Background: an optimization exercise with open tools, aiming at small area. Do not read the settings as production practice.
Function was checked by simulation only, so behaviour that the tests miss may differ from the original.
Power is estimated from default activity; no workload was simulated.

==> flow/design.v (outline; a module is shown in full before it is edited, if it fits) <==
// module Solve: 4011 lines
module Solve(clk, rst, halt, prepare, start, next, switcher, sw2, auto, keep, length, now, debug, dataput, dataput2, wrong, solved, fakeclick, score, wwmodi, ready
, wfresh, wcolorp, wBLOn, nnote0, wnotex, wnotey, wperc, endpass);
  // ...
==> flow/flow/run.sh <==
#!/bin/bash
# Standard layout, with the port buffers made of the smallest buffer cell
# and a clock tree of smaller buffers without dummy loads.
export BUFFER_PORTS_ARGS="-buffer_cell sky130_fd_sc_hd__buf_1"
export CTS_ARGS="-sink_clustering_enable -repair_clock_nets -dont_use_dummy_load -buf_list sky130_fd_sc_hd__clkbuf_8 -sink_clustering_size 16"
bash standard.sh > standard.log 2>&1
==> flow/standard.sh <==
#!/bin/bash
# synth_recipe.tcl (not shown) runs the flow's synth.tcl, then flattens the netlist and writes it again
# the make line also repeats each setting of config.mk as NAME=value (left out here)
make -C /OpenROAD-flow-scripts/flow DESIGN_CONFIG=/design/flow/config.mk WORK_HOME=/design/flow/orfs CLKGATE_MAP_FILE= SYNTH_SCRIPT=/design/flow/synth_recipe.tcl "${@:-finish}"
==> flow/config.mk <==
export PLATFORM = sky130hd
export DESIGN_NAME = Solve
export DESIGN_NICKNAME = Solve
export VERILOG_FILES = /design/flow/design.v
export SDC_FILE = /design/flow/constraint.sdc
export NUM_CORES = 4
export LEC_CHECK = 0
export CAP_MARGIN = 20
export CORE_MARGIN = 2
export CORE_UTILIZATION = 40
export SLEW_MARGIN = 20
export SYNTH_MEMORY_MAX_BITS = 65536
==> flow/constraint.sdc <==
create_clock -name core_clock -period 10.0 [get_ports {clk}]
set_input_delay 2.0000 -clock core_clock [delete_from_list [all_inputs] [get_ports {clk}]]
set_output_delay 2.0000 -clock core_clock [all_outputs]
set_load 0.01 [all_outputs]
==> run summary, run 1 <==
- The sort of element at the end of the critical path is an output pin.
- The number of global-route vias before repair is 13,700.
- The worst min-delay path category is reg -> reg.
- The part of the power in registers is 0.363.
- After routing the design area is 15,700 sq um.
- The run finished with no timing, DRC or antenna violations.
- Of the total synthesized cell area, the portion taken by XOR and XNOR cells is 0.0322.
- For the finished layout, the period the worst path requires is 9750 ps.
- Setup repair after global routing could not meet its margin everywhere.
- The overall track demand over capacity in global routing is 0.269.
- Pin placement for this block handled 228 I/O pins.
- At the pin with the least slew margin, the transition time is 1090 ps.
- The final-layout clock-cell area share is 0.0149.
- Across the VDD grid, the largest voltage drop is 0.0000651 V.
- The startpoint of the lowest-slack hold path is score_reg_12.
- The count of antenna-violating nets left after detailed routing is 0.
- The area growth from synthesis to layout is 8.89%.
- The post-cts gate resize count is 5.
- The final total power is 0.00208 W.
- The endpoint identified for the worst register-to-register timing path is state[0].
- The final core area utilization is 0.442.
- The buffer share of cell area is 0.0802.
- The count of non-filler cells in the finished layout is 2,430.
- The register fraction of the total cell area is 0.212.
- The worst hold slack across all endpoints is 484 ps.
==> inputs of run 2 (changes only) <==
--- a/flow/flow/run.sh
+++ b/flow/flow/run.sh
@@ -4,2 +4,3 @@
 export BUFFER_PORTS_ARGS="-buffer_cell sky130_fd_sc_hd__buf_1"
+export GPL_KEEP_OVERFLOW=0
 export CTS_ARGS="-sink_clustering_enable -repair_clock_nets -dont_use_dummy_load -buf_list sky130_fd_sc_hd__clkbuf_8 -sink_clustering_size 16"
==> run 2 against run 1 <==
Effect of this change:
- clock power increased by 1%
- register-to-register slack got worse by 50 ps
- first-iteration DRC count decreased by 5.6%
- still clean
- sequential cell count did not move
- maximum frequency decreased by 0.14%
- non-clock buffer count fell by 59
- global-route usage shrank 1.2 points
- largest cell class unchanged
- core utilization down 0.78 points
- wire length is 3.5% lower
==> run summary, run 2 <==
- The run finished with no timing, DRC or antenna violations.
- The cell-internal power is 0.00115 W.
- For this run, the number of Yosys warnings is 1.
- Of the total power, combinational logic draws 0.452.
- In the routed layout, each cell is associated on average with a via count of 5.93.
- In the synthesized netlist, the cells that appear most often are 201 x sky130_fd_sc_hd__nor2_1, 150 x sky130_fd_sc_hd__inv_1, 134 x sky130_fd_sc_hd__a21oi_1, 121 x sky130_fd_sc_hd__nand2_1, 104 x sky130_fd_sc_hd__ha_1.
- The part of the power in registers is 0.377 (+0.014).
- In the final layout, the share of cells above drive strength 1 is 0.0644.
- The post-place setup slack is -761 ps.
- In the final routed layout, each cell accounts on average for 21.0 um.
- The worst setup path is launched from a primary input.
- Dividing total power by cell area gives a power density of 133 nW/um^2.
- Derived from the worst setup path, the maximum achievable clock frequency is 102 MHz.
- Counting flops with an async set or reset pin after synthesis yields a share of 0.
- For this block, the initial DRC count from the detailed router was 1,237.
- The number of enable flip-flop cells after synthesis is 49.
- The netlist area before placement is 14,400 sq um.
- The first detailed-routing pass took 5 iterations.
- Dividing the final minimum period by the clock period gives 0.976.
- The library cell used as clock root buffer is sky130_fd_sc_hd__clkbuf_8.
- Entering global routing, the biggest net connects 43 pins.
- For this design, the CTS-stage hold fixing added 0 buffers.
- In the final design database the tool counted 2,108 nets.
- In this run the worst path has a maximum fanout of 9.
- The count of state elements after synthesis is 142.
- The routability-driven placement congestion ratio is 0.955.
- The first-pass GRT wire length is 77,300 um.
- The most used flip-flop cell after synthesis is sky130_fd_sc_hd__dfxtp_1.
- In this run the critical register-to-register path is launched from tn[1].
- Port buffering added 189 buffers.
- The clock network latency to the later pin of the worst-skew pair is 460 ps.
- The residual overflow from global routing is 0.
- The residual DRC count is 0.
- The largest registers in the layout are judger_now x16, judger_rm x16, tn x16.
- In this run, CTS created clock tree buffers numbering 17.
- The largest clock skew in the final design is 39.5 ps.
- The maximum clock insertion buffer count is 2.
- The largest voltage drop on the vdd net is 0.0000720 V (+11%).
- The max-slew violation count is 0.
- The I/O pin count was 228 (unchanged).
- The critical path in this run is classified as in -> out.
- The min-delay analysis places its worst path in the category reg -> reg.
- After floorplanning, the core was sized to cover 35,600 sq um.
- Each instance of the synthesized netlist takes up on average 7.85 sq um.
- Synthesis handed over a netlist of 1,838 instances.
- The H-tree was split into 4 levels.
- Ranked by total cell area, the synthesized netlist is headed by sky130_fd_sc_hd__dfxtp_1 13%, sky130_fd_sc_hd__edfxtp_1 10%, sky130_fd_sc_hd__ha_1 9.0%.
- Counting the fill cells in the layout gives 3,711.
- The minimum period implied by the final worst setup slack is 9760 ps (+14.0 ps).
- The starting density of the core is 0.406.
- The final hold violation count is 0.
- The clock transition time at the flip-flop clock pins of the worst setup and hold paths is 80 ps.
- The overall track demand over capacity in global routing was 0.257 (-0.0121).
- The number of different library cells used by synthesis comes to 87.
- The count of antenna-violating nets left after detailed routing is 0 (unchanged).
- The net switching component of the power is 0.000896 W.
- The number of global-route vias before repair was 13,300 (-3.1%).
- The share of the Yosys chip area taken by registers is 0.231.
- The most numerous cell in the Yosys netlist is sky130_fd_sc_hd__nor2_1.
- The data arrival time at the worst-slack endpoint is 7760 ps.
- The worst hold slack across all endpoints is 463 ps (-20.6 ps).
- The slew at the pin with the worst max-slew slack came to 1030 ps (-53.2 ps).
- The horizontal extent of the die is 194 um.
- STA puts the critical path data required time at 8000 ps.
- The area growth from synthesis to layout is 6.98%.
- The clock tree from TritonCTS is yes.
- The worst hold path begins at invalidadd.
- The least setup slack across all paths after layout is 239 ps.
- The routed layout has 14,100 vias.
- The die footprint is 37,600 sq um.
- Summed over all instances, the cell type with the most area after synthesis is sky130_fd_sc_hd__dfxtp_1.
- Leaving out fill and tap cells, the most frequent cell in the layout is sky130_fd_sc_hd__nor2_1.
- The share of synthesized area in the top cell type comes to 0.129.
- The final wirelength is 49,700 um.
- The static leakage is 6.06 nW.
- The switching power share of the total is 0.437.
- The sort of element at the end of the critical path is an output pin.
- The number of antenna violations at the first check in global routing is 0.
- The worst setup path startpoint is now[10].
- The max-capacitance violation count is 0.
- The HPWL after detailed placement is 38,100 um.
- The die is 194 um tall.
- The relative slew slack is 0.310.
- The clock share of power is 0.171.
- The number of diodes is 0.
- The library cells used most frequently in the layout, excluding fill and tap cells, are 199 x sky130_fd_sc_hd__nor2_1, 184 x sky130_fd_sc_hd__buf_1, 148 x sky130_fd_sc_hd__inv_1, 134 x sky130_fd_sc_hd__a21oi_1, 120 x sky130_fd_sc_hd__nand2_1.
- CTS saw 142 sinks.
- In this run the core area contains 69 standard-cell rows.
- The setup violation total in the final timing report is 0.
## run 2: cell type report
class	count	area (sq um)	area share
timing repair buffer	203	930	0.0602
multi-input combinational	1392	9770	0.633
tap	461	577	0.0374
inverter	156	587	0.0380
clock buffer	17	234	0.0152
sequential	142	3340	0.217
## run 2: worst max-delay path, stage by stage
cell,delay [ps]
sky130_fd_sc_hd__buf_2,150
sky130_fd_sc_hd__or4_4,560
sky130_fd_sc_hd__or3_4,420
sky130_fd_sc_hd__a221oi_4,210
sky130_fd_sc_hd__o21ai_2,110
sky130_fd_sc_hd__nor4_4,270
sky130_fd_sc_hd__nor3_2,80
sky130_fd_sc_hd__fa_1,410
sky130_fd_sc_hd__inv_2,70
sky130_fd_sc_hd__fa_1,160
sky130_fd_sc_hd__inv_1,50
sky130_fd_sc_hd__fa_1,370
sky130_fd_sc_hd__inv_1,80
sky130_fd_sc_hd__fa_1,150
sky130_fd_sc_hd__inv_1,50
sky130_fd_sc_hd__fa_2,340
sky130_fd_sc_hd__fa_2,370
sky130_fd_sc_hd__fa_2,360
sky130_fd_sc_hd__inv_2,80
sky130_fd_sc_hd__ha_4,140
sky130_fd_sc_hd__nand2_1,70
sky130_fd_sc_hd__o32a_1,290
sky130_fd_sc_hd__o31a_1,120
sky130_fd_sc_hd__o21bai_1,170
sky130_fd_sc_hd__o221ai_2,200
sky130_fd_sc_hd__xnor2_2,90
sky130_fd_sc_hd__o31a_1,240
sky130_fd_sc_hd__buf_1,120
## run 2: logic make-up (layout without fill, tap and decap cells)
kind of cell,count (synthesis),after routing,synth area share
AO/OA/AOI/OAI,476,476,0.218
buffers and inverters,341,376,0.111
XOR/XNOR,53,53,0.0322
multiplexers,66,66,0.0483
adder cells (fa/ha/maj),152,152,0.155
flip-flops,142,142,0.231
other,1,38,0.000260
AND/OR/NAND/NOR,607,607,0.205
## run 2: stage by stage
stage	setup TNS [ps]	utilization	instances	total power, W	cell area, sq um
global route	-26.8	0.434	2371	0.00218	15400
global placement	-8880	0.417	2340	0.00166	14800
finish	0	0.434	2371	0.00205	15400
floorplan	0	-	1875	0.00139	14600
CTS	0	0.431	2368	0.00203	15300
detailed placement	-5310	0.422	2347	0.00167	15000
## run 2: power groups by stage
stage | combinational [W] | clock, W | sequential, W
floorplan | 0.000692 | 0 | 0.000697
global placement | 0.000867 | 0 | 0.000791
detailed placement | 0.000892 | 0 | 0.000779
CTS | 0.000903 | 0.000359 | 0.000767
global route | 0.00102 | 0.000381 | 0.000781
finish | 0.000927 | 0.000351 | 0.000772
## run 2: final timing paths
check / to / slack, ps / depth (start not counted)
max reg2reg: state[3] / 1930 / 30
min reg2reg: invalidadd / 460 / 2
max: dataput[15] / 240 / 28
min: invalidadd / 460 / 2
## run 2: metal layers
layer,wire length (um),up-vias,track usage
li1,-,6537,-
met5,0,-,0
met4,1170,0,0.0721
met2,22100,670,0.399
met1,22300,6774,0.362
met3,4070,73,0.0518
## run 2: timing repair
item	CTS	global route
pin swaps	3	7
endpoints found under the setup margin	12	12
setup buffers	4	3
endpoints found under the hold margin	0	0
gates resized for setup	17	19
==> inputs of run 3 (changes only) <==
--- a/flow/config.mk
+++ b/flow/config.mk
@@ -7,2 +7,3 @@
 export LEC_CHECK = 0
+export ABC_AREA = 1
 export CAP_MARGIN = 20
==> run 3 against run 2 <==
Effect of this change:
- critical endpoint unchanged
- clock power down 1%
- worst setup slack better by 170 ps
- worst hold slack worse by 15 ps
- first-iteration DRC count up 7.1%
- sequential share of layout area up 0.48 points
- maximum frequency up 1.8%
- synthesized cell count up 12%
- clock skew up 24 ps
- via count up 3.6%
- core utilization about the same
- sequential cell count unchanged
==> run summary, run 3 <==
- The number of different library cells in the post-synthesis netlist came to 62 (-29%).
- TritonCTS built the clock tree.
- The flow ran to the end and the layout has no timing, DRC or antenna violations.
- The synthesized instance count was 2,056 (+12%).
- The number of DRC violations after detailed-routing iteration 0 is 1,325 (+7.1%).
- The number of port buffers was 189 (unchanged).
- The adder-cell area share of the yosys netlist is 0.155 (+0.000529).
- The count of cells along the worst register-to-register path is 29 (-3.3%).
- The count of state elements after synthesis was 142 (unchanged).
- The clock transition time at the flip-flop clock pins of the worst setup and hold paths is 80 ps (about the same).
- The count of antenna-violating nets left after detailed routing is 0 (unchanged).
- The routability-driven placement congestion ratio is 0.983 (+2.9%).
- The cell-internal power is 0.00140 W (+22%).
- The area of all placed cells without fillers is 15,100 sq um (-2.3%).
- The slew at the pin with the worst max-slew slack came to 999 ps (-35.8 ps).
- The total cell area at the placement stage came to 14,800 sq um (-1.2%).
- The first-pass iteration count of the detailed router is 6 (+1).
- The post-synthesis sequential area ratio is 0.235 (+0.00395).
- After synthesis, the largest family of logic cells by area is simple AND/OR/NAND/NOR gates.
- The final wirelength is 52,400 um (+5.5%).
- The final total negative setup slack came to 0 ps (unchanged).
- Yosys attributes the largest share of cell area to sky130_fd_sc_hd__dfxtp_1 13%, sky130_fd_sc_hd__edfxtp_1 10%, sky130_fd_sc_hd__nand2_1 9.4%.
- The share of flip-flops with an asynchronous set or reset after synthesis is 0 (unchanged).
- The largest registers in the layout are judger_now x16, judger_rm x16, tn x16.
- The residual DRC count is 0 (unchanged).
- The residual overflow from global routing came to 0 (unchanged).
- The net switching component of the power came to 0.00149 W (+67%).
- The post-synthesis mux area share is 0.000705 (-0.0476).
- The clock share of power is 0.120 (-0.051).
- The buffers plus inverters on the worst setup path is 11 (+4).
- Setup repair after global routing left no endpoint under its margin.
- The worst setup path startpoint is cur[3].
- The proportion of power drawn by combinational gates is 0.570 (+0.118).
- The count of clock tree sinks is 142 (unchanged).
- The number of antenna violations at the first check in global routing is 0 (unchanged).
- The worst flop-to-flop path startpoint is cur[3].
- The number of CTS-inserted buffers came to 17 (unchanged).
- The static leakage is 6.81 nW (+12%).
- The max-capacitance violation count is 0 (unchanged).
- The die extent in y is 192 um (-0.83%).
- The detailed placer's ending HPWL is 41,900 um (+10%).
- The cell sitting at the root of the clock tree is a sky130_fd_sc_hd__clkbuf_8.
- The switching power share of the total came to 0.516 (+0.0783).
- The via count is 14,600 (+3.6%).
- The least setup slack across all paths after layout is 413 ps (+174 ps).
- The area of the core region came to 34,700 sq um (-2.4%).
- The kind of cell with the highest combined delay along the critical path is adder cells.
- The data arrival time at the worst-slack endpoint was 7590 ps (-170 ps).
- The setup slack on the worst flop-to-flop path was 2340 ps (+410 ps).
- The fmax is 104 MHz (+1.8%).
- The final hold violation count came to 0 (unchanged).
- The number of global-route vias before repair was 13,700 (+3.3%).
- Yosys instantiated no cell more often than sky130_fd_sc_hd__nand2_1.
- The clock network latency to the later pin of the worst-skew pair was 470 ps (about the same).
- The top-area cell type share of the netlist area is 0.131 (+0.00221).
- The largest driver fanout on the critical path is 19 (+10).
- The I/O pin count was 228 (unchanged).
- The power density normalized to cell area came to 192 nW/um^2 (+45%).
- The part of the power in registers is 0.311 (-0.066).
- The number of fill cells came to 3,693 (-0.49%).
- The minimum period implied by the final worst setup slack came to 9590 ps (-174 ps).
- The capturing point of the worst reg2reg path is tn[15].
- The setup violation total in the final timing report is 0 (unchanged).
- The first-pass GRT wire length is 79,600 um (+3.0%).
- The die footprint is 37,000 sq um (-1.6%).
- The path class of the tightest hold or removal check is reg -> reg.
- The number of diodes is 0 (unchanged).
- The number of cells on the critical path was 36 (+29%).
- The overall track demand over capacity in global routing came to 0.281 (+0.0239).
- The number of cell rows is 68 (-1.4%).
- The sort of element at the end of the critical path is an output pin.
- The dominant cell type by area after synthesis is sky130_fd_sc_hd__dfxtp_1.
- The area share of and/or/nand/nor cells after synthesis is 0.230 (+0.0244).
- The fraction of the mapped netlist area in compound gates is 0.202 (-0.0155).
- The largest voltage drop on the vdd net is 0.0000893 V (+24%).
- The starting density of the core is 0.409 (+0.00301).
- The number of enable flip-flop cells after synthesis came to 49 (unchanged).
- The routed length per placed instance is 20.0 um (-4.6%).
- The critical path data required time is 8000 ps (about the same).
- The routed via count divided by cell count is 5.56 (-6.3%).
- The horizontal extent of the die is 192 um (-0.83%).
- The xor/xnor cell area share of the yosys netlist came to 0.0240 (-0.00818).
- The max-slew violation count is 0 (unchanged).
- The largest clock skew in the final design is 63.3 ps (+23.8 ps).
- The most critical setup path has its endpoint at dataput[15].
- After synthesis, the most frequently instantiated cells are 354 x sky130_fd_sc_hd__nand2_1, 316 x sky130_fd_sc_hd__inv_1, 195 x sky130_fd_sc_hd__nor2_1, 188 x sky130_fd_sc_hd__o21ai_0, 152 x sky130_fd_sc_hd__a21oi_1.
- The relative slew slack was 0.332 (+0.0222).
- The critical path is of the reg -> out type.
- The netlist area before placement is 14,200 sq um (-1.7%).
- The share of the clock period used by the worst path is 0.959 (-0.0174).
- The number of setup buffers added after CTS came to 0 (-4).
- The fraction of layout cells with a size suffix above 1 was 0.0522 (-0.0122).
- The number of H-tree levels is 4 (unchanged).
- The most common library cell in the layout ignoring fill and taps is sky130_fd_sc_hd__nand2_1.
- STA classifies the critical path startpoint as a register.
- In the layout the commonest cells are 354 x sky130_fd_sc_hd__nand2_1, 313 x sky130_fd_sc_hd__inv_1, 195 x sky130_fd_sc_hd__nor2_1, 188 x sky130_fd_sc_hd__o21ai_0, 186 x sky130_fd_sc_hd__buf_1.
- The most used flip-flop cell after synthesis is sky130_fd_sc_hd__dfxtp_1.
- The final core area utilization is 0.434 (about the same).
- From synthesis to final layout, the design area changed by 6.26%.
- The pin count of the biggest net entering global routing came to 44 (+2.3%).
- The average cell area after synthesis is 6.90 sq um (-12%).
- The post-place setup slack is 562 ps (+1320 ps).
- The longest individual stage delay on the worst path is 910 ps (+350 ps).
- The total number of yosys warnings came to 1 (unchanged).
- The final net count was 2,364 (+12%).
- The maximum clock insertion buffer count came to 2 (unchanged).
- The master of the slowest instance on the critical path is sky130_fd_sc_hd__dfxtp_1.
- The worst hold slack across all endpoints came to 448 ps (-14.9 ps).
==> run 3: cell count changes in the layout (fill, tap and decap cells not counted), sizes merged, moves of 18 or more <==
| cell | before | now |
|---|---|---|
| nand2 | 121 | 367 |
| inv | 151 | 338 |
| o21ai | 89 | 204 |
| nand3 | 33 | 94 |
| mux2i | 46 | 1 |
| nor3 | 71 | 33 |
| xnor2 | 40 | 7 |
| nand2b | 28 | 0 |
| nor2b | 26 | 0 |
| and3 | 25 | 1 |
| a21oi | 134 | 154 |
| mux2 | 19 | 0 |
| xor2 | 13 | 31 |
==> run 3: power by group through the flow <==
stage / Sequential, W / Clock (W) / Combinational, W
finish: 0.000901 / 0.000347 / 0.00165
floorplan: 0.000814 / 0 / 0.00119
detailed placement: 0.000905 / 0 / 0.00162
global route: 0.000913 / 0.000380 / 0.00185
CTS: 0.000893 / 0.000356 / 0.00163
global placement: 0.000914 / 0 / 0.00160
==> run 3: per-layer routing <==
layer  GRT usage  vias to the layer above  share of wire  wire [um]
met5           0                        -              0          0
met4       0.100                        0          0.035       1850
met3      0.0511                      104          0.079       4160
met2       0.445                      719           0.45      23400
met1       0.382                     6830           0.44      23000
li1            -                     6910              -          -
==> run 3: worst min-delay path by stage <==
stage | startpoint | end | slack (ps) | depth (start not counted)
2_1_floorplan | scorer_astate[0] | scorer_astate[0] | 410 | 1
3_3_place_gp | scorer_astate[0] | scorer_astate[0] | 430 | 1
3_5_place_dp | scorer_astate[0] | scorer_astate[0] | 430 | 1
4_1_cts | scorer_astate[0] | scorer_astate[0] | 460 | 1
5_1_grt | scorer_astate[0] | scorer_astate[0] | 470 | 1
6_report | scorer_astate[0] | scorer_astate[0] | 450 | 1
==> run 3: area by class of cell <==
type | count | area [sq um] | share of cell area
tap | 455 | 569 | 0.0378
inverter | 342 | 1290 | 0.0854
multi-input combinational | 1470 | 8840 | 0.586
timing repair buffer | 195 | 812 | 0.0538
clock buffer | 17 | 234 | 0.0155
sequential | 142 | 3340 | 0.221
==> run 3: what timing repair did <==
item,4_1_cts,5_1_grt
endpoints found under the setup margin,0,9
hold buffers,0,0
gates resized for setup,0,2
==> run 3: through the flow <==
stage               power, W  cells
finish               0.00290   2621
global route         0.00314   2621
CTS                  0.00288   2621
detailed placement   0.00252   2604
global placement     0.00251   2598
floorplan            0.00201   2093
==> run 3: logic make-up after synthesis <==
family	count (synthesis)
muxes	1
and+or+nand+nor	750
AOI/OAI and AO/OA	494
other	1
adders and majority gates	149
buffers and inverters	481
xor gates and xnor gates	38
DFF	142
==> inputs of run 4 (changes only) <==
--- a/flow/config.mk
+++ b/flow/config.mk
@@ -10,3 +10,3 @@
 export CORE_MARGIN = 2
-export CORE_UTILIZATION = 40
+export CORE_UTILIZATION = 60
 export SLEW_MARGIN = 20
==> run 4 against run 3 <==
Effect of this change:
- still clean on timing, DRC and antenna
- clock-buffer cell count unchanged
- clock power about the same
- sequential share of layout area increased by 0.33 points
- cell area decreased by 1.4%
- critical path depth increased by 1
- worst hold slack improved by 1.4 ps
- worst setup slack got worse by 7.6 ps
- via count increased by 3.5%
- die area decreased by 33%
- critical path type unchanged
- critical endpoint unchanged
- largest cell class unchanged
- largest power group unchanged
==> run summary, run 4 <==
- The max-slew violation count is 0 (unchanged).
- Relative to the synthesized area, the layout overhead comes to 4.76%.
- The largest total area in the synthesized netlist belongs to sky130_fd_sc_hd__dfxtp_1.
- The fmax is 104 MHz (about the same).
- The most common library cell in the layout ignoring fill and taps is sky130_fd_sc_hd__nand2_1.
- The largest registers in the layout are judger_now x16, judger_rm x16, tn x16.
- The final hold violation count came to 0 (unchanged).
- The maximum clock insertion buffer count is 2 (unchanged).
- The synthesized instance count is 2,056 (unchanged).
- The largest clock skew in the final design is 34.1 ps (-29.3 ps).
- The detailed placer's ending HPWL is 38,300 um (-8.8%).
- The die extent in y was 158 um (-18%).
- The number of antenna violations at the first check in global routing came to 1 (+1).
- The first-pass GRT wire length was 75,400 um (-5.3%).
- The final total negative setup slack is 0 ps (unchanged).
- The max-capacitance violation count is 0 (unchanged).
- The relative slew slack is 0.201 (-0.130).
- The number of cell rows is 56 (-18%).
- The setup slack on the worst flop-to-flop path was 2120 ps (-220 ps).
- For this design, the slowest cell found on the critical path is sky130_fd_sc_hd__dfxtp_1.
- The average cell area after synthesis is 6.90 sq um (unchanged).
- The count of antenna-violating nets left after detailed routing is 0 (unchanged).
- The run finished with no timing, DRC or antenna violations.
- The die footprint is 24,900 sq um (-33%).
- The number of DRC violations after detailed-routing iteration 0 is 2,089 (+58%).
- The area of the core region is 23,300 sq um (-33%).
- The data arrival time at the worst-slack endpoint is 7590 ps (about the same).
- The tightest min-delay check is of the reg -> reg type.
- The setup violation total in the final timing report came to 0 (unchanged).
- The routed via count divided by cell count was 6.07 (+9.3%).
- The overall track demand over capacity in global routing is 0.393 (+0.112).
- The share of flip-flops with an asynchronous set or reset after synthesis is 0 (unchanged).
- The via count came to 15,100 (+3.5%).
- Ranked by total cell area, the synthesized netlist is headed by sky130_fd_sc_hd__dfxtp_1 13%, sky130_fd_sc_hd__edfxtp_1 10%, sky130_fd_sc_hd__nand2_1 9.4%.
- The total number of yosys warnings is 1 (unchanged).
- The final total power came to 0.00290 W (+0.21%).
- The netlist area before placement is 14,200 sq um (unchanged).
- The longest individual stage delay on the worst path is 820 ps (-90 ps).
- The minimum period implied by the final worst setup slack is 9590 ps (+7.60 ps).
- The number of diodes is 0 (unchanged).
- The number of global-route vias before repair is 13,800 (+0.48%).
- The critical path data required time came to 8000 ps (about the same).
- The post-synthesis sequential area ratio is 0.235 (unchanged).
- The I/O pin count is 228 (unchanged).
- The final net count was 2,362 (-0.085%).
- The count of clock tree sinks was 142 (unchanged).
- The first-pass iteration count of the detailed router is 6 (unchanged).
- The final wirelength is 49,700 um (-5.2%).
- By count the netlist is led by 354 x sky130_fd_sc_hd__nand2_1, 316 x sky130_fd_sc_hd__inv_1, 195 x sky130_fd_sc_hd__nor2_1, 188 x sky130_fd_sc_hd__o21ai_0, 152 x sky130_fd_sc_hd__a21oi_1.
- STA classifies the critical path startpoint as a register.
- The starting density of the core was 0.608 (+0.199).
- The number of different library cells in the post-synthesis netlist is 62 (unchanged).
- The number of port buffers was 189 (unchanged).
- The least setup slack across all paths after layout came to 406 ps (-7.60 ps).
- The post-place setup slack came to 463 ps (-98.8 ps).
- The number of enable flip-flop cells after synthesis was 49 (unchanged).
- The number of hold buffers added after cts is 0 (unchanged).
- The routed length per placed instance is 20.0 um (about the same).
- The most numerous cell type found on the critical path is sky130_fd_sc_hd__nand2_1.
- The top-area cell type share of the netlist area is 0.131 (unchanged).
- The clock network latency to the later pin of the worst-skew pair is 450 ps (-20 ps).
- In the layout the commonest cells are 354 x sky130_fd_sc_hd__nand2_1, 313 x sky130_fd_sc_hd__inv_1, 195 x sky130_fd_sc_hd__nor2_1, 188 x sky130_fd_sc_hd__o21ai_0, 186 x sky130_fd_sc_hd__buf_1.
- The largest voltage drop on the vdd net is 0.000127 V (+43%).
- The residual DRC count is 0 (unchanged).
- The power density normalized to cell area is 195 nW/um^2 (+1.6%).
- The fraction of layout cells with a size suffix above 1 was 0.0513 (-0.000876).
- The pin count of the biggest net entering global routing came to 44 (unchanged).
- The number of H-tree levels is 4 (unchanged).
- The largest driver fanout on the critical path is 19 (unchanged).
- The routability-driven placement congestion ratio was 1.01 (+2.4%).
- The count of state elements after synthesis is 142 (unchanged).
- The share of the clock period used by the worst path came to 0.959 (about the same).
- Setup repair after global routing left no endpoint under its margin.
- By startpoint and endpoint, the worst setup path is classified as reg -> out.
- The residual overflow from global routing is 0 (unchanged).
- The static leakage is 6.79 nW (-0.28%).
- The clock tree from TritonCTS is yes.
- The number of CTS-inserted buffers was 17 (unchanged).
- The tree is rooted in a sky130_fd_sc_hd__clkbuf_8.
- The horizontal extent of the die is 158 um (-18%).
- The most used flip-flop cell after synthesis is sky130_fd_sc_hd__dfxtp_1.
- The slew at the pin with the worst max-slew slack is 1190 ps (+195 ps).
- The sort of element at the end of the critical path is an output pin.
- The most numerous cell in the Yosys netlist is sky130_fd_sc_hd__nand2_1.
- The clock transition time at the flip-flop clock pins of the worst setup and hold paths is 70 ps (about the same).
run 4: metal layers:
metal,global-route usage,vias up,share of wire
li1,-,6905,-
met4,0.200,2,0.053
met2,0.621,1111,0.45
met1,0.511,6868,0.39
met3,0.0783,192,0.11
met5,0,-,0.00036
run 4: worst paths after layout:
path	start	cells after the start	endpoint
setup reg to reg	tn[1]	30	waitr[1]
setup / recovery	cur[2]	37	dataput[15]
hold / removal	scorer_astate[0]	1	scorer_astate[0]
hold reg to reg	scorer_astate[0]	1	scorer_astate[0]
run 4: through the flow:
step	cell area [sq um]	hold slack, ps	instances	utilization
floorplan	14300	407	2093	-
detailed placement	14600	435	2466	0.627
global placement	14600	425	2462	0.624
CTS	14900	452	2483	0.637
global route	14900	484	2483	0.637
finish	14900	449	2483	0.637
run 4: kinds of logic (layout without fill, tap and decap cells):
kind of cell,Yosys count,count (layout),synth area share
and+or+nand+nor,750,750,0.230
AOI/OAI and AO/OA,494,494,0.202
buffers and inverters,481,552,0.153
adders and majority gates,149,149,0.155
xor gates and xnor gates,38,38,0.0240
DFF,142,142,0.235
muxes,1,1,0.000705
other,1,38,0.000264
run 4: repair_timing:
| action | CTS | global route |
|---|---|---|
| buffers inserted | 0 | 0 |
| setup endpoints to repair | 0 | 8 |
| resized for setup | 0 | 3 |
run 4: report_power, final:
part / total [W] / switching, W / internal [W]
Combinational: 0.00165 / 0.00112 / 0.000527
Sequential: 0.000910 / 0.000180 / 0.000730
Clock: 0.000346 / 0.000196 / 0.000150
Total: 0.00290 / 0.00150 / 0.00141
run 4: layout make-up:
| class | instances | area (sq um) |
|---|---|---|
| clock buffer | 17 | 234 |
| fill | 2087 | 8470 |
| inverter | 342 | 1290 |
| multi-input combinational | 1470 | 8830 |
| sequential | 142 | 3340 |
| tap | 319 | 399 |
| timing repair buffer | 193 | 773 |
run 4: worst max-delay path: cells and delay by family, from the launching register on:
| kind | cells | cell delay, ps |
|---|---|---|
| flops | 1 | 820 |
| buf+inv | 11 | 1450 |
| fa+ha+maj | 9 | 2890 |
| simple gates | 16 | 1800 |
| compound gates | 1 | 160 |
==> inputs of run 5 (changes only) <==
==> flow/flow/run.sh (replaced) <==
#!/bin/bash
# Standard layout, with the port buffers made of the smallest buffer cell
# and a clock tree of smaller buffers without dummy loads.
export BUFFER_PORTS_ARGS="-buffer_cell sky130_fd_sc_hd__buf_1"
export GPL_KEEP_OVERFLOW=0
export CTS_ARGS="-sink_clustering_enable -repair_clock_nets -dont_use_dummy_load -buf_list sky130_fd_sc_hd__clkbuf_8 -sink_clustering_size 24 -sink_clustering_max_diameter 50"
bash standard.sh > standard.log 2>&1
--- a/flow/config.mk
+++ b/flow/config.mk
@@ -7,6 +7,5 @@
 export LEC_CHECK = 0
-export ABC_AREA = 1
 export CAP_MARGIN = 20
 export CORE_MARGIN = 2
-export CORE_UTILIZATION = 60
+export CORE_UTILIZATION = 40
 export SLEW_MARGIN = 20
==> run 5 against run 4 <==
Effect of this change:
- still clean on timing, DRC and antenna
- cell area increased by 3.9%
- critical path depth shrank 9
- register-to-register slack got worse by 190 ps
- clock-buffer cell count did not move
- global-route usage decreased by 14 points
- clock skew grew 5.4 ps
- final cell count down 4.5%
- maximum frequency decreased by 1.7%
- combinational power decreased by 44%
- sequential cell count is the same
==> run summary, run 5 <==
- The clock network latency to the later pin of the worst-skew pair is 460 ps (about the same).
- The number of enable flip-flop cells after synthesis is 49 (unchanged).
- The fraction of layout cells with a size suffix above 1 was 0.0644 (+0.0131).
- The I/O pin count is 228 (unchanged).
- The data arrival time at the worst-slack endpoint is 7760 ps (+170 ps).
- The count of cells along the worst register-to-register path was 30 (unchanged).
- The critical path data required time is 8000 ps (about the same).
- The critical path startpoint category is a primary input.
- The longest individual stage delay on the worst path is 560 ps (-260 ps).
- The category of the critical setup timing path is in -> out.
- The top-area cell type share of the netlist area was 0.129 (-0.00221).
- The number of fill cells is 3,711 (+78%).
- The number of different library cells in the post-synthesis netlist is 87 (+40%).
- The final net count was 2,108 (-11%).
- The first-pass iteration count of the detailed router is 5 (-1).
- The power density normalized to cell area was 133 nW/um^2 (-32%).
- The dominant cell type by area after synthesis is sky130_fd_sc_hd__dfxtp_1.
- The worst hold slack across all endpoints is 463 ps (+13.6 ps).
- The number of hold buffers added after cts was 0 (unchanged).
- The largest individual stage delay along the critical path comes from the cell sky130_fd_sc_hd__or4_4.
- The final core area utilization was 0.434 (-0.203).
- The relative slew slack is 0.310 (+0.108).
- TritonCTS built the clock tree.
- The slew at the pin with the worst max-slew slack is 1030 ps (-159 ps).
- The global-route met1 utilization was 0.362 (-0.149).
- The largest clock skew in the final design came to 39.5 ps (+5.43 ps).
- The final wirelength came to 49,700 um (about the same).
- The number of antenna violations at the first check in global routing is 0 (-1).
- The number of diodes is 0 (unchanged).
- The max-slew violation count is 0 (unchanged).
- The share of the clock period used by the worst path is 0.976 (+0.0166).
- The overall track demand over capacity in global routing is 0.257 (-0.136).
- The number of CTS-inserted buffers is 17 (unchanged).
- The routing usage on met2 was 0.399 (-0.222).
- The detailed placer's ending HPWL is 38,100 um (-0.48%).
- The horizontal extent of the die is 194 um (+23%).
- The final total power was 0.00205 W (-29%).
- STA classifies the critical path endpoint as an output pin.
- The worst hold path begins at invalidadd.
- By count the netlist is led by 201 x sky130_fd_sc_hd__nor2_1, 150 x sky130_fd_sc_hd__inv_1, 134 x sky130_fd_sc_hd__a21oi_1, 121 x sky130_fd_sc_hd__nand2_1, 104 x sky130_fd_sc_hd__ha_1.
- The residual overflow from global routing was 0 (unchanged).
- The count of clock tree sinks is 142 (unchanged).
- The worst flop-to-flop path startpoint is tn[1].
- The largest voltage drop on the vdd net is 0.0000720 V (-43%).
- The number of H-tree levels came to 4 (unchanged).
- The fmax is 102 MHz (-1.7%).
- The starting density of the core came to 0.406 (-0.202).
- The flow ran to the end and the layout has no timing, DRC or antenna violations.
- The area growth from synthesis to layout is 6.98%.
- The synthesized instance count was 1,838 (-11%).
- The setup violation total in the final timing report is 0 (unchanged).
- In the post-synthesis netlist, the cell with the most instances is sky130_fd_sc_hd__nor2_1.
- In the final layout, the registers with the most flip-flops are judger_now x16, judger_rm x16, tn x16.
- Leaving out fill and tap cells, the most frequent cell in the layout is sky130_fd_sc_hd__nor2_1.
- The path class of the tightest hold or removal check is reg -> reg.
- The count of state elements after synthesis is 142 (unchanged).
- In this run the most used layer during global routing was met2.
- The netlist area before placement came to 14,400 sq um (+1.7%).
- The routed length per placed instance was 21.0 um (+4.8%).
- The setup slack on the worst flop-to-flop path is 1930 ps (-190 ps).
- The number of cell rows is 69 (+23%).
- The average cell area after synthesis was 7.85 sq um (+14%).
- The die extent in y came to 194 um (+23%).
- The max-capacitance violation count is 0 (unchanged).
- The met3 usage in global routing is 0.0518 (-0.0265).
- The count of antenna-violating nets left after detailed routing came to 0 (unchanged).
- The static leakage is 6.06 nW (-11%).
- The residual DRC count came to 0 (unchanged).
- The routed via count divided by cell count is 5.93 (-2.4%).
- The first-pass GRT wire length is 77,300 um (+2.5%).
- In the layout the commonest cells are 199 x sky130_fd_sc_hd__nor2_1, 184 x sky130_fd_sc_hd__buf_1, 148 x sky130_fd_sc_hd__inv_1, 134 x sky130_fd_sc_hd__a21oi_1, 120 x sky130_fd_sc_hd__nand2_1.
- The pin count of the biggest net entering global routing came to 43 (-2.3%).
- The area of the core region is 35,600 sq um (+52%).
- The worst register-to-register path ends at state[3].
- The cell sitting at the root of the clock tree is a sky130_fd_sc_hd__clkbuf_8.
- The die footprint came to 37,600 sq um (+51%).
- The largest driver fanout on the critical path is 9 (-10).
- The cell count of the worst hold path is 2 (+1).
- The minimum period implied by the final worst setup slack was 9760 ps (+166 ps).
- The least setup slack across all paths after layout is 239 ps (-166 ps).
- The maximum clock insertion buffer count came to 2 (unchanged).
- The number of DRC violations after detailed-routing iteration 0 is 1,237 (-41%).
- The cell occurring most often along the worst timing path is sky130_fd_sc_hd__fa_1.
- The final hold violation count is 0 (unchanged).
- The total number of yosys warnings is 1 (unchanged).
- The via count came to 14,100 (-6.8%).
- The post-place setup slack is -761 ps (-1220 ps).
- The clock transition time at the flip-flop clock pins of the worst setup and hold paths is 80 ps (about the same).
- The number of global-route vias before repair was 13,300 (-3.7%).
- The worst hold endpoint is invalidadd.
- The routability-driven placement congestion ratio was 0.955 (-5.0%).
- The post-synthesis sequential area ratio is 0.231 (-0.00395).
- In the synthesized netlist the dominant register cell turns out to be sky130_fd_sc_hd__dfxtp_1.
- The share of flip-flops with an asynchronous set or reset after synthesis is 0 (unchanged).
- The number of port buffers is 189 (unchanged).
- Ranked by total cell area, the synthesized netlist is headed by sky130_fd_sc_hd__dfxtp_1 13%, sky130_fd_sc_hd__edfxtp_1 10%, sky130_fd_sc_hd__ha_1 9.0%.
[run 5: cell type report]
| cell class | instances | area (sq um) | share of cell area |
|---|---|---|---|
| tap | 461 | 577 | 0.0374 |
| sequential | 142 | 3340 | 0.217 |
| multi-input combinational | 1392 | 9770 | 0.633 |
| inverter | 156 | 587 | 0.0380 |
| clock buffer | 17 | 234 | 0.0152 |
| timing repair buffer | 203 | 930 | 0.0602 |
[run 5: worst max path at each step]
stage / startpoint / endpoint / slack, ps / cells past startpoint
2_1_floorplan: now[10] / dataput[15] / 110 / 26
3_3_place_gp: cur[3] / dataput[15] / -1100 / 28
3_5_place_dp: cur[0] / dataput[15] / -760 / 29
4_1_cts: now[10] / dataput[15] / 10 / 28
5_1_grt: now[10] / dataput[15] / -30 / 28
6_report: now[10] / dataput[15] / 240 / 28
[run 5: routing by layer]
| metal | vias up | wire length, um |
|---|---|---|
| met2 | 670 | 22100 |
| met1 | 6774 | 22300 |
| met5 | - | 0 |
| met3 | 73 | 4070 |
| met4 | 0 | 1170 |
| li1 | 6537 | - |
[run 5: per-stage QoR]
step	TNS, ps	area (sq um)	instances
floorplan	0	14600	1875
global placement	-8880	14800	2340
detailed placement	-5310	15000	2347
CTS	0	15300	2368
global route	-26.8	15400	2371
finish	0	15400	2371
[run 5: power by group]
group	total (W)	leakage [nW]	switching [W]	internal (W)
Sequential	0.000772	1.23	0.000117	0.000655
Combinational	0.000927	4.71	0.000578	0.000349
Clock	0.000351	0.122	0.000201	0.000150
[run 5: timing repair]
item,in CTS,in global routing
endpoints found under the setup margin,12,12
setup buffers,4,3
resized for setup,17,19
pin swaps,3,7
[run 5: cells by family after synthesis]
logic type      count (synthesis)  share of synthesized area
compound gates                476                      0.218
flops                         142                      0.231
other cells                     1                   0.000260
simple gates                  607                      0.205
mux                            66                     0.0483
buf+inv                       341                      0.111
xor+xnor                       53                     0.0322
fa+ha+maj                     152                      0.155
[run 5: worst max-delay path: cells and delay by family]
kind                     cells  cell delay, ps
AO/OA/AOI/OAI                7            1340
XOR/XNOR                     1              90
adder cells (fa/ha/maj)      8            2300
buffers and inverters        7             600
AND/OR/NAND/NOR              5            1400
==> inputs of run 6 (changes only) <==
==> flow/flow/run.sh (replaced) <==
#!/bin/bash
# Standard layout, with the port buffers made of the smallest buffer cell
# and a clock tree of smaller buffers without dummy loads.
export BUFFER_PORTS_ARGS="-buffer_cell sky130_fd_sc_hd__buf_1"
export GPL_KEEP_OVERFLOW=0
export CTS_ARGS='-sink_clustering_enable -repair_clock_nets -dont_use_dummy_load -buf_list {sky130_fd_sc_hd__clkbuf_4 sky130_fd_sc_hd__clkbuf_8} -sink_clustering_size 12 -sink_clustering_max_diameter 40'
bash standard.sh > standard.log 2>&1
==> run 6 against run 5 <==
Effect of this change:
- via count unchanged
- final cell count unchanged
- sequential cell count unchanged
- sequential share of layout area unchanged
- power unchanged
- area after synthesis unchanged
- critical endpoint unchanged
==> run summary, run 6 <==
- The average cell area after synthesis came to 7.85 sq um (unchanged).
- The final wirelength was 49,700 um (unchanged).
- The count of antenna-violating nets left after detailed routing is 0 (unchanged).
- The fraction of layout cells with a size suffix above 1 is 0.0644 (unchanged).
- The number of cell rows is 69 (unchanged).
- The fmax is 102 MHz (unchanged).
- The via count is 14,100 (unchanged).
- The minimum period implied by the final worst setup slack was 9760 ps (unchanged).
- The slew at the pin with the worst max-slew slack is 1030 ps (unchanged).
- The largest voltage drop on the vdd net is 0.0000720 V (unchanged).
- The die footprint came to 37,600 sq um (unchanged).
- By count the netlist is led by 201 x sky130_fd_sc_hd__nor2_1, 150 x sky130_fd_sc_hd__inv_1, 134 x sky130_fd_sc_hd__a21oi_1, 121 x sky130_fd_sc_hd__nand2_1, 104 x sky130_fd_sc_hd__ha_1.
- The setup slack on the worst flop-to-flop path is 1930 ps (about the same).
- The most common library cell in the layout ignoring fill and taps is sky130_fd_sc_hd__nor2_1.
- The routing usage on met2 is 0.399 (unchanged).
- The total number of yosys warnings was 1 (unchanged).
- The detailed placer's ending HPWL is 38,100 um (unchanged).
- In the layout the commonest cells are 199 x sky130_fd_sc_hd__nor2_1, 184 x sky130_fd_sc_hd__buf_1, 148 x sky130_fd_sc_hd__inv_1, 134 x sky130_fd_sc_hd__a21oi_1, 120 x sky130_fd_sc_hd__nand2_1.
- The dominant cell type by area after synthesis is sky130_fd_sc_hd__dfxtp_1.
- The first-pass iteration count of the detailed router came to 5 (unchanged).
- The worst setup path is launched from a primary input.
- The post-synthesis sequential area ratio was 0.231 (unchanged).
- The largest registers in the layout are judger_now x16, judger_rm x16, tn x16.
- The number of hold buffers added after cts was 0 (unchanged).
- The clock network latency to the later pin of the worst-skew pair was 460 ps (about the same).
- The worst register-to-register path ends at state[3].
- The synthesized instance count is 1,838 (unchanged).
- The area of the core region came to 35,600 sq um (unchanged).
- The number of diodes came to 0 (unchanged).
- The count of cells along the worst register-to-register path came to 30 (unchanged).
- The global-route met1 utilization is 0.362 (unchanged).
- The residual overflow from global routing is 0 (unchanged).
- The netlist area before placement is 14,400 sq um (unchanged).
- The critical path data required time was 8000 ps (about the same).
- The first-pass GRT wire length is 77,300 um (unchanged).
- For this run, the leading register cell type out of synthesis is sky130_fd_sc_hd__dfxtp_1.
- The final net count came to 2,108 (unchanged).
- The maximum clock insertion buffer count is 2 (unchanged).
- The worst flop-to-flop path startpoint is tn[1].
- In this run the most used layer during global routing was met2.
- The I/O pin count is 228 (unchanged).
- The area growth from synthesis to layout came to 6.98% (unchanged).
- The number of different library cells in the post-synthesis netlist is 87 (unchanged).
- The critical path capture point is dataput[15].
- The routed via count divided by cell count was 5.93 (unchanged).
- The number of H-tree levels is 4 (unchanged).
- The met3 usage in global routing is 0.0518 (unchanged).
- The share of flip-flops with an asynchronous set or reset after synthesis is 0 (unchanged).
- The final hold violation count is 0 (unchanged).
- The run finished with no timing, DRC or antenna violations.
- The final core area utilization is 0.434 (unchanged).
- The count of non-filler cells in the finished layout was 2,371 (unchanged).
- The largest driver fanout on the critical path is 9 (unchanged).
- The routed length per placed instance is 21.0 um (unchanged).
- The static leakage is 6.06 nW (unchanged).
- The residual DRC count came to 0 (unchanged).
- The number of antenna violations at the first check in global routing is 0 (unchanged).
- The count of state elements after synthesis is 142 (unchanged).
- The number of enable flip-flop cells after synthesis is 49 (unchanged).
- The setup violation total in the final timing report came to 0 (unchanged).
- The tree is rooted in a sky130_fd_sc_hd__clkbuf_8.
- The post-place setup slack is -761 ps (unchanged).
- The power density normalized to cell area is 133 nW/um^2 (unchanged).
- The routability-driven placement congestion ratio is 0.955 (unchanged).
- The data arrival time at the worst-slack endpoint is 7760 ps (about the same).
- The least setup slack across all paths after layout is 239 ps (unchanged).
- The max-slew violation count is 0 (unchanged).
- The number of port buffers came to 189 (unchanged).
- The share of the clock period used by the worst path is 0.976 (unchanged).
- The number of DRC violations after detailed-routing iteration 0 is 1,237 (unchanged).
- The die extent in y came to 194 um (unchanged).
- The worst setup path startpoint is now[10].
- The relative slew slack is 0.310 (unchanged).
- TritonCTS built the clock tree.
- The count of clock tree sinks is 142 (unchanged).
- The max-capacitance violation count is 0 (unchanged).
- The sort of element at the end of the critical path is an output pin.
- The top-area cell type share of the netlist area is 0.129 (unchanged).
- The horizontal extent of the die was 194 um (unchanged).
- The worst hold path belongs to the class reg -> reg.
- The number of CTS-inserted buffers is 17 (unchanged).
- The placed instance count is 2,347 (unchanged).
- The overall track demand over capacity in global routing is 0.257 (unchanged).
- The largest clock skew in the final design is 39.5 ps (unchanged).
- The starting density of the core is 0.406 (unchanged).
- The category of the critical setup timing path is in -> out.
- After synthesis, the cell types taking the most area are sky130_fd_sc_hd__dfxtp_1 13%, sky130_fd_sc_hd__edfxtp_1 10%, sky130_fd_sc_hd__ha_1 9.0%.
- The pin count of the biggest net entering global routing is 43 (unchanged).
- The number of global-route vias before repair is 13,300 (unchanged).
- The clock transition time at the flip-flop clock pins of the worst setup and hold paths came to 80 ps (about the same).
- The most numerous cell in the Yosys netlist is sky130_fd_sc_hd__nor2_1.
## run 6: cell counts in the layout (fill, tap and decap cells not counted)
No cell type changed its count.
## run 6: worst max-delay path: stages
cell and delay [ps]:
sky130_fd_sc_hd__buf_2 150, sky130_fd_sc_hd__or4_4 560, sky130_fd_sc_hd__or3_4 420, sky130_fd_sc_hd__a221oi_4 210, sky130_fd_sc_hd__o21ai_2 110, sky130_fd_sc_hd__nor4_4 270, sky130_fd_sc_hd__nor3_2 80, sky130_fd_sc_hd__fa_1 410
sky130_fd_sc_hd__inv_2 70, sky130_fd_sc_hd__fa_1 160, sky130_fd_sc_hd__inv_1 50, sky130_fd_sc_hd__fa_1 370, sky130_fd_sc_hd__inv_1 80, sky130_fd_sc_hd__fa_1 150, sky130_fd_sc_hd__inv_1 50, sky130_fd_sc_hd__fa_2 340
sky130_fd_sc_hd__fa_2 370, sky130_fd_sc_hd__fa_2 360, sky130_fd_sc_hd__inv_2 80, sky130_fd_sc_hd__ha_4 140, sky130_fd_sc_hd__nand2_1 70, sky130_fd_sc_hd__o32a_1 290, sky130_fd_sc_hd__o31a_1 120, sky130_fd_sc_hd__o21bai_1 170
sky130_fd_sc_hd__o221ai_2 200, sky130_fd_sc_hd__xnor2_2 90, sky130_fd_sc_hd__o31a_1 240, sky130_fd_sc_hd__buf_1 120
## run 6: cells by family after synthesis
| kind of cell | count (synthesis) | share of synthesized area |
|---|---|---|
| other cells | 1 | 0.000260 |
| flops | 142 | 0.231 |
| fa+ha+maj | 152 | 0.155 |
| simple gates | 607 | 0.205 |
| xor+xnor | 53 | 0.0322 |
| mux | 66 | 0.0483 |
| compound gates | 476 | 0.218 |
| buf+inv | 341 | 0.111 |
## run 6: layout make-up
cell class              count  area (sq um)
clock buffers              17           234
fillers                  3711         20100
inverters                 156           587
multi-input cells        1392          9770
flip-flops and latches    142          3340
well taps                 461           577
repair buffers            203           930
## run 6: how the worst min path moves through the flow
stage | end | slack, ps | startpoint | cells past startpoint
4_1_cts | invalidadd | 470 | invalidadd | 2
2_1_floorplan | invalidadd | 430 | invalidadd | 2
3_5_place_dp | invalidadd | 460 | invalidadd | 2
6_report | invalidadd | 460 | invalidadd | 2
3_3_place_gp | invalidadd | 450 | invalidadd | 2
5_1_grt | invalidadd | 490 | invalidadd | 2
## run 6: per-layer routing
layer / wire, um / share of wire
met5: 0 / 0
met4: 1170 / 0.024
met1: 22300 / 0.45
met3: 4070 / 0.082
met2: 22100 / 0.45
## run 6: stage by stage
step / TNS (ps) / hold WS [ps] / total power, W / cell area, sq um
2_1_floorplan: 0 / 434 / 0.00139 / 14600
5_1_grt: -26.8 / 492 / 0.00218 / 15400
4_1_cts: 0 / 468 / 0.00203 / 15300
6_report: 0 / 463 / 0.00205 / 15400
3_3_place_gp: -8880 / 446 / 0.00166 / 14800
3_5_place_dp: -5310 / 457 / 0.00167 / 15000
## run 6: timing repair
action | 4_1_cts | 5_1_grt
setup buffers | 4 | 3
cloned | 0 | 0
gates resized for setup | 17 | 19
pin swaps | 3 | 7
setup endpoints to repair | 12 | 12
## run 6: power by group
group,total (W),internal (W),switching (W)
combinational,0.000927,0.000349,0.000578
clock,0.000351,0.000150,0.000201
sequential,0.000772,0.000655,0.000117
==> inputs of run 7 (changes only) <==
==> flow/flow/run.sh (replaced) <==
#!/bin/bash
# Standard layout, with the port buffers made of the smallest buffer cell
# and a clock tree of smaller buffers without dummy loads.
export BUFFER_PORTS_ARGS="-buffer_cell sky130_fd_sc_hd__buf_1"
export GPL_KEEP_OVERFLOW=0
export CTS_ARGS="-sink_clustering_enable -repair_clock_nets -dont_use_dummy_load -buf_list sky130_fd_sc_hd__clkbuf_8 -sink_clustering_size 30 -sink_clustering_max_diameter 120"
bash standard.sh > standard.log 2>&1
==> run 7 against run 6 <==
Effect of this change:
- sequential power about the same
- worst setup slack unchanged
- largest cell class unchanged
- combinational power hardly changed
- core utilization stayed put
==> run summary, run 7 <==
- The flow ran to the end and the layout has no timing, DRC or antenna violations.
- The total number of yosys warnings came to 1 (unchanged).
- The critical path in this run is classified as in -> out.
- Counting instances in the post-synthesis netlist gives the leading cell types as 201 x sky130_fd_sc_hd__nor2_1, 150 x sky130_fd_sc_hd__inv_1, 134 x sky130_fd_sc_hd__a21oi_1, 121 x sky130_fd_sc_hd__nand2_1, 104 x sky130_fd_sc_hd__ha_1.
- The largest registers in the layout are judger_now x16, judger_rm x16, tn x16.
- The minimum period implied by the final worst setup slack is 9760 ps (unchanged).
- The average cell area after synthesis is 7.85 sq um (unchanged).
- The starting density of the core is 0.406 (unchanged).
- In the layout the commonest cells are 199 x sky130_fd_sc_hd__nor2_1, 184 x sky130_fd_sc_hd__buf_1, 148 x sky130_fd_sc_hd__inv_1, 134 x sky130_fd_sc_hd__a21oi_1, 120 x sky130_fd_sc_hd__nand2_1.
- The count of clock tree sinks is 142 (unchanged).
- The residual overflow from global routing is 0 (unchanged).
- The final hold violation count is 0 (unchanged).
- The share of the clock period used by the worst path was 0.976 (unchanged).
- The critical path data required time came to 8000 ps (about the same).
- The synthesized design spends more area on one cell type than any other, namely sky130_fd_sc_hd__dfxtp_1.
- The number of enable flip-flop cells after synthesis was 49 (unchanged).
- The cell that appears most often on the critical path is sky130_fd_sc_hd__fa_1.
- The maximum clock insertion buffer count is 2 (unchanged).
- The longest individual stage delay on the worst path was 560 ps (about the same).
- The kind of cell adding the most delay to the critical path is adder cells.
- The relative slew slack is 0.310 (unchanged).
- The number of port buffers is 189 (unchanged).
- The fraction of layout cells with a size suffix above 1 is 0.0644 (unchanged).
- The path class of the tightest hold or removal check is reg -> reg.
- The number of diodes was 0 (unchanged).
- The adder-cell area share of the yosys netlist is 0.155 (unchanged).
- The max-capacitance violation count is 0 (unchanged).
- The die footprint is 37,600 sq um (unchanged).
- The horizontal extent of the die is 194 um (unchanged).
- The total cell area at the placement stage was 15,000 sq um (unchanged).
- The clock network latency to the later pin of the worst-skew pair is 460 ps (about the same).
- The setup violation total in the final timing report is 0 (unchanged).
- The number of H-tree levels came to 4 (unchanged).
- The number of different library cells in the post-synthesis netlist came to 87 (unchanged).
- The cell sitting at the root of the clock tree is a sky130_fd_sc_hd__clkbuf_8.
- The worst hold slack across all endpoints came to 463 ps (unchanged).
- The overall track demand over capacity in global routing is 0.257 (unchanged).
- The library cell used most frequently in the layout, excluding fill and tap cells, is sky130_fd_sc_hd__nor2_1.
- The die extent in y is 194 um (unchanged).
- The I/O pin count is 228 (unchanged).
- The number of cell rows is 69 (unchanged).
- The area growth from synthesis to layout was 6.98% (unchanged).
- The routability-driven placement congestion ratio was 0.955 (unchanged).
- TritonCTS built the clock tree.
- The routed length per placed instance is 21.0 um (unchanged).
- In the synthesized netlist the dominant register cell turns out to be sky130_fd_sc_hd__dfxtp_1.
- The routed via count divided by cell count was 5.93 (unchanged).
- The number of antenna violations at the first check in global routing is 0 (unchanged).
- The residual DRC count is 0 (unchanged).
- The buffers plus inverters on the worst setup path came to 7 (unchanged).
- The via count is 14,100 (unchanged).
- The post-place setup slack was -761 ps (unchanged).
- The xor/xnor cell area share of the yosys netlist was 0.0322 (unchanged).
- Yosys attributes the largest share of cell area to sky130_fd_sc_hd__dfxtp_1 13%, sky130_fd_sc_hd__edfxtp_1 10%, sky130_fd_sc_hd__ha_1 9.0%.
- The clock transition time at the flip-flop clock pins of the worst setup and hold paths is 80 ps (about the same).
- The area of all placed cells without fillers is 15,400 sq um (unchanged).
- The least setup slack across all paths after layout is 239 ps (unchanged).
- The slew at the pin with the worst max-slew slack was 1030 ps (unchanged).
- The top-area cell type share of the netlist area is 0.129 (unchanged).
- The number of hold buffers added after cts is 0 (unchanged).
- The count of non-filler cells in the finished layout is 2,371 (unchanged).
- The static leakage came to 6.06 nW (unchanged).
- The number of global-route vias before repair is 13,300 (unchanged).
- The data arrival time at the worst-slack endpoint is 7760 ps (about the same).
- The number of CTS-inserted buffers is 17 (unchanged).
- The fmax is 102 MHz (unchanged).
- The area share of and/or/nand/nor cells after synthesis is 0.205 (unchanged).
- The largest clock skew in the final design came to 39.5 ps (unchanged).
- The power density normalized to cell area is 133 nW/um^2 (unchanged).
- The count of antenna-violating nets left after detailed routing was 0 (unchanged).
- The max-slew violation count was 0 (unchanged).
- The first-pass GRT wire length is 77,300 um (unchanged).
- After synthesis, the largest family of logic cells by area is compound AO/OA/AOI/OAI gates.
- The worst setup path is launched from a primary input.
- The first-pass iteration count of the detailed router came to 5 (unchanged).
- The synthesized instance count is 1,838 (unchanged).
- The largest voltage drop on the vdd net was 0.0000720 V (unchanged).
- The largest driver fanout on the critical path came to 9 (unchanged).
- The final net count is 2,108 (unchanged).
- The area of the core region is 35,600 sq um (unchanged).
- In the post-synthesis netlist, the cell with the most instances is sky130_fd_sc_hd__nor2_1.
- The number of fill cells is 3,711 (unchanged).
- The number of DRC violations after detailed-routing iteration 0 came to 1,237 (unchanged).
- The share of flip-flops with an asynchronous set or reset after synthesis came to 0 (unchanged).
- The count of state elements after synthesis is 142 (unchanged).
- The fraction of the mapped netlist area in compound gates is 0.218 (unchanged).
- The netlist area before placement is 14,400 sq um (unchanged).
- The pin count of the biggest net entering global routing is 43 (unchanged).
- The placed instance count was 2,347 (unchanged).
- The final wirelength was 49,700 um (unchanged).
- The worst setup path is captured at an output pin.
- The post-synthesis mux area share was 0.0483 (unchanged).
- The master of the slowest instance on the critical path is sky130_fd_sc_hd__or4_4.
- The detailed placer's ending HPWL came to 38,100 um (unchanged).
- The post-synthesis sequential area ratio came to 0.231 (unchanged).
[run 7: cell counts after synthesis]
Identical to the previous run, type by type.
[run 7: report_power, final]
part	switching, W	internal, W
clock	0.000201	0.000150
sequential	0.000117	0.000655
combinational	0.000578	0.000349
total	0.000896	0.00115
[run 7: logic make-up after synthesis]
| kind of cell | count (synthesis) |
|---|---|
| AND/OR/NAND/NOR | 607 |
| AO/OA/AOI/OAI | 476 |
| buffers and inverters | 341 |
| adder cells (fa/ha/maj) | 152 |
| flip-flops | 142 |
| multiplexers | 66 |
| XOR/XNOR | 53 |
| other | 1 |
[run 7: final timing paths]
| path | to | slack (ps) | from | cells past startpoint |
|---|---|---|---|---|
| max | dataput[15] | 240 | now[10] | 28 |
| min | invalidadd | 460 | invalidadd | 2 |
| max reg2reg | state[3] | 1930 | tn[1] | 30 |
| min reg2reg | invalidadd | 460 | invalidadd | 2 |
[run 7: repair_timing]
| item | in CTS | in global routing |
|---|---|---|
| resized for setup | 17 | 19 |
| pin swaps | 3 | 7 |
| setup buffers | 4 | 3 |
| setup endpoints to repair | 12 | 12 |
[run 7: cell type report]
class | count | area, sq um | area share
multi-input combinational | 1392 | 9770 | 0.633
sequential | 142 | 3340 | 0.217
inverter | 156 | 587 | 0.0380
clock buffer | 17 | 234 | 0.0152
timing repair buffer | 203 | 930 | 0.0602
tap | 461 | 577 | 0.0374
[run 7: metal layers]
metal | wire length (um) | share of wire | up-vias | track usage
met5 | 0 | 0 | - | 0
li1 | - | - | 6537 | -
met4 | 1170 | 0.024 | 0 | 0.0721
met1 | 22300 | 0.45 | 6774 | 0.362
met3 | 4070 | 0.082 | 73 | 0.0518
met2 | 22100 | 0.45 | 670 | 0.399
[run 7: tightest hold or removal path, stage by stage, from the launching register on]
cell                       delay, ps
sky130_fd_sc_hd__dfxtp_1         320
sky130_fd_sc_hd__inv_1            50
sky130_fd_sc_hd__a211oi_1         50
[run 7: per-stage QoR]
stage                     total power, W  setup TNS (ps)  utilization
after floorplan                  0.00139               0            -
final                            0.00205               0        0.434
after global routing             0.00218           -26.8        0.434
after CTS                        0.00203               0        0.431
after global placement           0.00166           -8880        0.417
after detailed placement         0.00167           -5310        0.422

## separate check: timing with driven ports
The results above use ideal ports. As a check the final layouts listed here were re-extracted and re-timed, cells and wires unchanged. Step 1 (the two cells are an assumption about what drives the block):
set clk [get_ports {clk}]
set_driving_cell -lib_cell sky130_fd_sc_hd__clkbuf_16 $clk
set_driving_cell -lib_cell sky130_fd_sc_hd__buf_2 [delete_from_list [all_inputs] $clk]
Step 2 moves the port delays by t, midway between the first and last clock arrival at a register: inputs arrive t later, outputs are due t later. That takes back most of the time a late clock gives input paths. Three values: ideal ports, drivers, drivers and shift; two values: the first two.
run	t, ns	setup slack, ns	hold WS [ns]	worst setup path after step 2
run 1	0.475	0.253 / 0.233 / 0.143	0.484 / 0.484 / 0.484	input to register
run 2	0.490	0.239 / 0.218 / 0.108	0.463 / 0.463 / 0.463	input to register
run 3	0.487	0.413 / 0.371 / 0.522	0.448 / 0.448 / 0.448	input to register
run 4	0.482	0.406 / 0.356 / 0.231	0.449 / 0.449 / 0.449	input to register
run 5	0.490	0.239 / 0.218 / 0.108	0.463 / 0.463 / 0.463	input to register
run 6	0.490	0.239 / 0.218 / 0.108	0.463 / 0.463 / 0.463	input to register
run 7	0.490	0.239 / 0.218 / 0.108	0.463 / 0.463 / 0.463	input to register
After both steps setup and hold are still met in every run listed. The setup slack of run 4, which loses most, moves by -0.050 ns with the drivers and by -0.175 ns with both steps.
